This is an optimization exercise on Yosys and OpenROAD, whose aim is small area, not a production implementation.
At most, simulation tests tie the RTL to the original design; equivalence was not proved.
No activity file was given, so power comes from the tool's default toggle rates.

Setup of build 83:
==> flow/design.v (excerpt) <==
module dualcore(
    input clk,
    input reset,
    input  [24-1:0]  ins_code1_proc1,
    input  [24-1:0]  ins_code2_proc2,
    output [8-1:0]   pc_proc1_code1,
    output [8-1:0]   pc_proc2_code2,
    output [16-1:0] dataOut1,
    output [16-1:0] dataOut2
);
wire[2-1:0] rw_P1_C1,rw_P2_C2;
wire                  en_C1_P1,en_C2_P2;
wire [16-1:0] addr_P1_C1,addr_P2_C2;
wire [16-1:0] data_P1_C1,data_P2_C2;
wire [16-1:0] data_C1_P1,data_C2_P2;
wire[16-1:0]data_M_C1,data_M_C2;
wire en_M_C1,en_M_C2;
wire[2-1:0]rw_C1_M,rw_C2_M;
wire[16-1:0] addr_C1_M,addr_C2_M;
wire[16-1:0] data_C1_M,data_C2_M;
wire msg_C2_C1,msg_C1_C2;
wire allowRead_C2_C1,allowRead_C1_C2;
wire [16-1:0] allowReadAddr_C1_C2,allowReadAddr_C2_C1;
wire[16-1:0] addr_C2_C1,addr_C1_C2;
wire rm_C2_C1,rm_C1_C2,wm_C2_C1,wm_C1_C2;
processor P1(
    .clk(clk), .reset(reset),
    .instruction(ins_code1_proc1), .data(dataOut1), .pcCounter(pc_proc1_code1),
    .rwToMem(rw_P1_C1), .addrToMem(addr_P1_C1), .dataToMem(data_P1_C1),
    .cacheEn(en_C1_P1), .dataFromMem(data_C1_P1)
);
processor P2(
    .clk(clk), .reset(reset),
    .instruction(ins_code2_proc2), .data(dataOut2), .pcCounter(pc_proc2_code2),
    .rwToMem(rw_P2_C2), .addrToMem(addr_P2_C2), .dataToMem(data_P2_C2),
    .cacheEn(en_C2_P2), .dataFromMem(data_C2_P2)
);
cache C1(
    .clk(clk), .reset(reset),
    .rwFromCPU(rw_P1_C1), .addrFromCPU(addr_P1_C1), .dataFromCPU(data_P1_C1),
    .cacheEnToCPU(en_C1_P1), .dataToCPU(data_C1_P1),
    .dataFromMem(data_M_C1), .memEn(en_M_C1), .rwToMem(rw_C1_M),
    .addrToMem(addr_C1_M), .dataToMem(data_C1_M),
    .havMsgFromCache(msg_C2_C1), .allowReadFromCache(allowRead_C2_C1),
  ...
For scale: about 2900 cells after synthesis, roughly 98 I/O pins, roughly 32000 um^2 of cells after synthesis.
==> flow/config.mk <==
export PLATFORM = sky130hd
export DESIGN_NAME = dualcore
export DESIGN_NICKNAME = dualcore
export VERILOG_FILES = /design/flow/design.v
export SDC_FILE = /design/flow/constraint.sdc
export NUM_CORES = 8
export LEC_CHECK = 0
export CAP_MARGIN = 20
export CORE_MARGIN = 2
export CORE_UTILIZATION = 40
export CTS_BUF_LIST = sky130_fd_sc_hd__clkbuf_8
export CTS_CLUSTER_DIAMETER = 50
export CTS_CLUSTER_SIZE = 20
export SLEW_MARGIN = 20
==> flow/constraint.sdc <==
create_clock -name core_clock -period 10.0 [get_ports {clk}]
set_input_delay 2.0000 -clock core_clock [delete_from_list [all_inputs] [get_ports {clk}]]
set_output_delay 2.0000 -clock core_clock [all_outputs]
set_load 0.01 [all_outputs]
run.sh (not shown) runs the stock make flow with config.mk's settings and CLKGATE_MAP_FILE= SYNTH_SCRIPT=/design/flow/synth_recipe.tcl, a recipe that flattens the netlist after the stock synthesis.
The final layout from build 83, which completed every stage, passed the timing, DRC and antenna checks at the end of the flow.
What build 92 does differently from build 83 at the input level:
- a deleted CTS_CLUSTER_SIZE that had been 20
- a change of CORE_UTILIZATION from 40 to 60
- an added ABC_AREA of 1
- a change of CTS_BUF_LIST from sky130_fd_sc_hd__clkbuf_8 to sky130_fd_sc_hd__clkbuf_4
- a deleted CTS_CLUSTER_DIAMETER that had been 50
Findings:
Via count: build 92 higher than build 83. Build 92 -> build 83: number of remaining DRC errors delta 0, exact match. Comparing cell count after placement for build 92 and build 83, the smaller number came from build 83. Build 83 ended up with C2.allowReadToCacheAddr[6]$_SDFFE_PP0P_ as its capture point of the worst path; build 92 ended up with P1.regFile[1][15]$_SDFFCE_PN0P_. In build 92 the die area turned out 30% lower than in build 83.
No run of this note included a check of the RTL's function; only the layout flow was run.

Setup of alpha:
Another version of the RTL of dualcore (not shown whole).
Size in the first run: about 2200 cells after synthesis, roughly 860 flip-flops, about 0.028 mm² of cells after synthesis.
export LEC_CHECK = 0
export CAP_MARGIN = 0
export CORE_MARGIN = 2
export CORE_UTILIZATION = 65
export CTS_BUF_LIST = sky130_fd_sc_hd__clkbuf_8
export CTS_CLUSTER_DIAMETER = 45
export CTS_CLUSTER_SIZE = 18
export SLEW_MARGIN = 0
create_clock -name core_clock -period 10.0 [get_ports {clk}]
standard.sh (not shown) runs the stock make flow with config.mk's settings and CLKGATE_MAP_FILE= SYNTH_SCRIPT=/design/flow/synth_recipe.tcl, a recipe that flattens the netlist after the stock synthesis.
==> flow/flow/run.sh <==
#!/bin/bash
# Own layout flow: the standard ORFS flow (standard.sh), with two changes:
#  - synthesis maps logic with an area-oriented ABC script (abc_area.script
#    here) instead of ORFS's delay-driven one; everything else in synthesis,
#    including flip-flop mapping, is the standard synthesis script
#    (synth_recipe.tcl), which synth.tcl here sources;
#  - the input and output port buffers are the smallest buffer cell.
# Each tool's output is in the ORFS logs under orfs/logs; make's own output
# goes to make.log in this folder.
set -euo pipefail
WORK=$(pwd)
export OWN_ABC_SCRIPT="$WORK/flow/abc_area.script"
export FLOW_SYNTH_TCL="$WORK/synth_recipe.tcl"
sed -e "s#SYNTH_SCRIPT=[^ ]*#SYNTH_SCRIPT=$WORK/flow/synth.tcl#" standard.sh > standard_own.sh
bash standard_own.sh "BUFFER_PORTS_ARGS=-buffer_cell sky130_fd_sc_hd__buf_1" finish > make.log 2>&1
==> flow/flow/abc_area.script <==
strash
ifraig
scorr
dc2
strash
&get -n
&dch -f
&nf -R 1000
&put
topo
==> flow/flow/synth.tcl <==
# The standard synthesis (synth_recipe.tcl), with ABC run on our own
# script: the -script argument that ORFS passes to abc is replaced.
proc abc {args} {
  set i [lsearch -exact $args -script]
  if { $i >= 0 } {
    lset args [expr { $i + 1 }] $::env(OWN_ABC_SCRIPT)
  }
  yosys abc {*}$args
}
source $::env(FLOW_SYNTH_TCL)
Edits applied to the flow inputs when going from alpha to beta:
- a change of CORE_UTILIZATION from 65 to 70
- a change of CTS_BUF_LIST from sky130_fd_sc_hd__clkbuf_8 to sky130_fd_sc_hd__clkbuf_16
- a change of CTS_CLUSTER_DIAMETER from 45 to 60
- a change of CTS_CLUSTER_SIZE from 18 to 25
-- flow/flow/run.sh --
<<< alpha, line 4
#    here) instead of ORFS's delay-driven one; everything else in synthesis,
>>> beta, line 4
#    here, which runs ABC's &deepsyn for five minutes) instead of ORFS's
#    delay-driven one; everything else in synthesis,
-- flow/flow/abc_area.script --
<<< alpha, line 7
>>> beta, line 7
&deepsyn -T 300
--- outcome ---
- In beta the detailed placer's ending HPWL turned out about 0.3% higher than in alpha.
- Relative to alpha, the gate count after technology mapping measured on beta has decreased by a little under 10%.
- NOTE: routed wire length in beta exceeds that of alpha
- beta: share of the clock period used by the worst path is 12 points higher than what alpha reported.
- beta against alpha: cell area after layout -2.5%, final cell count without fillers now sits lower, final antenna-violating net count level, leakage power figure went down about 2.6%.
--- input diff beta..gamma ---
- swapping 70 for 65 in CORE_UTILIZATION
- clearing CTS_CLUSTER_SIZE, which used to be 25
- clearing CTS_BUF_LIST, which used to be sky130_fd_sc_hd__clkbuf_16
- clearing CTS_CLUSTER_DIAMETER, which used to be 60
==> flow/flow/run.sh <==
#!/bin/bash
# Own layout flow: the standard ORFS flow (standard.sh), with these
# changes:
#  - synthesis maps logic with an area-oriented ABC script (abc_area.script
#    here, which runs ABC's &deepsyn for five minutes) instead of ORFS's
#    delay-driven one; everything else in synthesis, including flip-flop
#    mapping, is the standard synthesis script (synth_recipe.tcl), which
#    synth.tcl here sources;
#  - the input and output port buffers are the smallest buffer cell;
#  - clock tree synthesis uses clkbuf_8 sink buffers (clkbuf_16 at the root),
#    clusters of up to 18 sinks within 45 um, and no dummy loads.
# Each tool's output is in the ORFS logs under orfs/logs; make's own output
# goes to make.log in this folder.
set -euo pipefail
WORK=$(pwd)
export OWN_ABC_SCRIPT="$WORK/flow/abc_area.script"
export FLOW_SYNTH_TCL="$WORK/synth_recipe.tcl"
sed -e "s#SYNTH_SCRIPT=[^ ]*#SYNTH_SCRIPT=$WORK/flow/synth.tcl#" standard.sh > standard_own.sh
bash standard_own.sh "BUFFER_PORTS_ARGS=-buffer_cell sky130_fd_sc_hd__buf_1" \
  "CTS_ARGS=-sink_clustering_enable -repair_clock_nets -buf_list sky130_fd_sc_hd__clkbuf_4 -root_buf sky130_fd_sc_hd__clkbuf_16 -sink_clustering_size 10 -sink_clustering_max_diameter 30 -dont_use_dummy_load" \
  finish > make.log 2>&1
[summary]
gamma closes out successfully: all stages finished, all timing, DRC and antenna checks passed. Sort beta and gamma by chip width asc -> top: beta. Clock network latency to the later pin of the worst-skew pair across beta and gamma: no real change. Looking at final critical path time including I/O delays and setup across beta and gamma, the one that comes out higher is beta. Going from beta to gamma, die area grows by 7.5%.
> inputs changed (gamma -> delta)
- CTS_BUF_LIST newly set to sky130_fd_sc_hd__clkbuf_16
- CTS_CLUSTER_SIZE newly set to 25
- CTS_CLUSTER_DIAMETER newly set to 60
==> flow/flow/run.sh <==
#!/bin/bash
# Own layout flow: the standard ORFS flow (standard.sh), with two changes:
#  - synthesis maps logic with an area-oriented ABC script (abc_area.script
#    here, which runs ABC's &deepsyn for five minutes) instead of ORFS's
#    delay-driven one; everything else in synthesis,
#    including flip-flop mapping, is the standard synthesis script
#    (synth_recipe.tcl), which synth.tcl here sources;
#  - the input and output port buffers are the smallest buffer cell.
# Each tool's output is in the ORFS logs under orfs/logs; make's own output
# goes to make.log in this folder.
set -euo pipefail
WORK=$(pwd)
export OWN_ABC_SCRIPT="$WORK/flow/abc_area.script"
export FLOW_SYNTH_TCL="$WORK/synth_recipe.tcl"
sed -e "s#SYNTH_SCRIPT=[^ ]*#SYNTH_SCRIPT=$WORK/flow/synth.tcl#" standard.sh > standard_own.sh
bash standard_own.sh "BUFFER_PORTS_ARGS=-buffer_cell sky130_fd_sc_hd__buf_1" \
  "CTS_ARGS=-sink_clustering_enable -repair_clock_nets -buf_list sky130_fd_sc_hd__clkbuf_8 -root_buf sky130_fd_sc_hd__clkbuf_16 -sink_clustering_size 18 -sink_clustering_max_diameter 45 -dont_use_dummy_load" \
  finish > make.log 2>&1
==> comparison <==
delta vs gamma: global-route wire length before repair down in delta. First-iteration DRC count ended up 4.4% higher on delta than on gamma. Number of setup violations in the final report: delta vs gamma identical. Compared with gamma, delta shows maximum clock frequency higher by about 0.6%. Filler cell count in the final layout (higher): gamma. Relative to gamma, the total routed wirelength of delta is lower by 1.6%. What gamma reported for number of clock buffers in the layout has to be multiplied by 0.56 to get the figure for delta. Compared with gamma, delta instantiates a smaller number of cells. On proportion of cell area occupied by registers, the higher figure sits with gamma, not delta. Looking at via count across gamma and delta, the one that comes out lower is delta.

[re-timing with driven ports]
The results above use ideal ports. As a check the final layouts listed here were re-extracted and re-timed, cells and wires unchanged. Step 1 assumes that a clkbuf_16 drives the clock port and a buf_2 every other input. Step 2 moves the port delays by t, midway between the first and last clock arrival at a register: inputs arrive t later, outputs are due t later. That takes back most of the time a late clock gives input paths. Three values: no drivers, after step 1, after step 2; two values: the first two.
run | shift t [ns] | slack for setup (ns) | worst slew at a driven data input, ns
build 83 | 0.788 | 4.636 / 4.622 / 3.833 | 0.12
build 92 | 1.090 | 5.285 / 5.320 / 4.231 | 0.06
alpha | 0.718 | 3.223 / 3.223 / 2.869 | 0.04
beta | 0.686 | 2.027 / 2.027 / 2.027 | 0.10
gamma | 0.655 | 2.821 / 2.821 / 2.821 | 0.09
delta | 0.621 | 2.865 / 2.865 / 2.865 | 0.08
After both steps setup and hold are still met in every run listed. The setup slack of build 92, which loses most, moves by +0.035 ns with the drivers and by -1.054 ns with both steps.
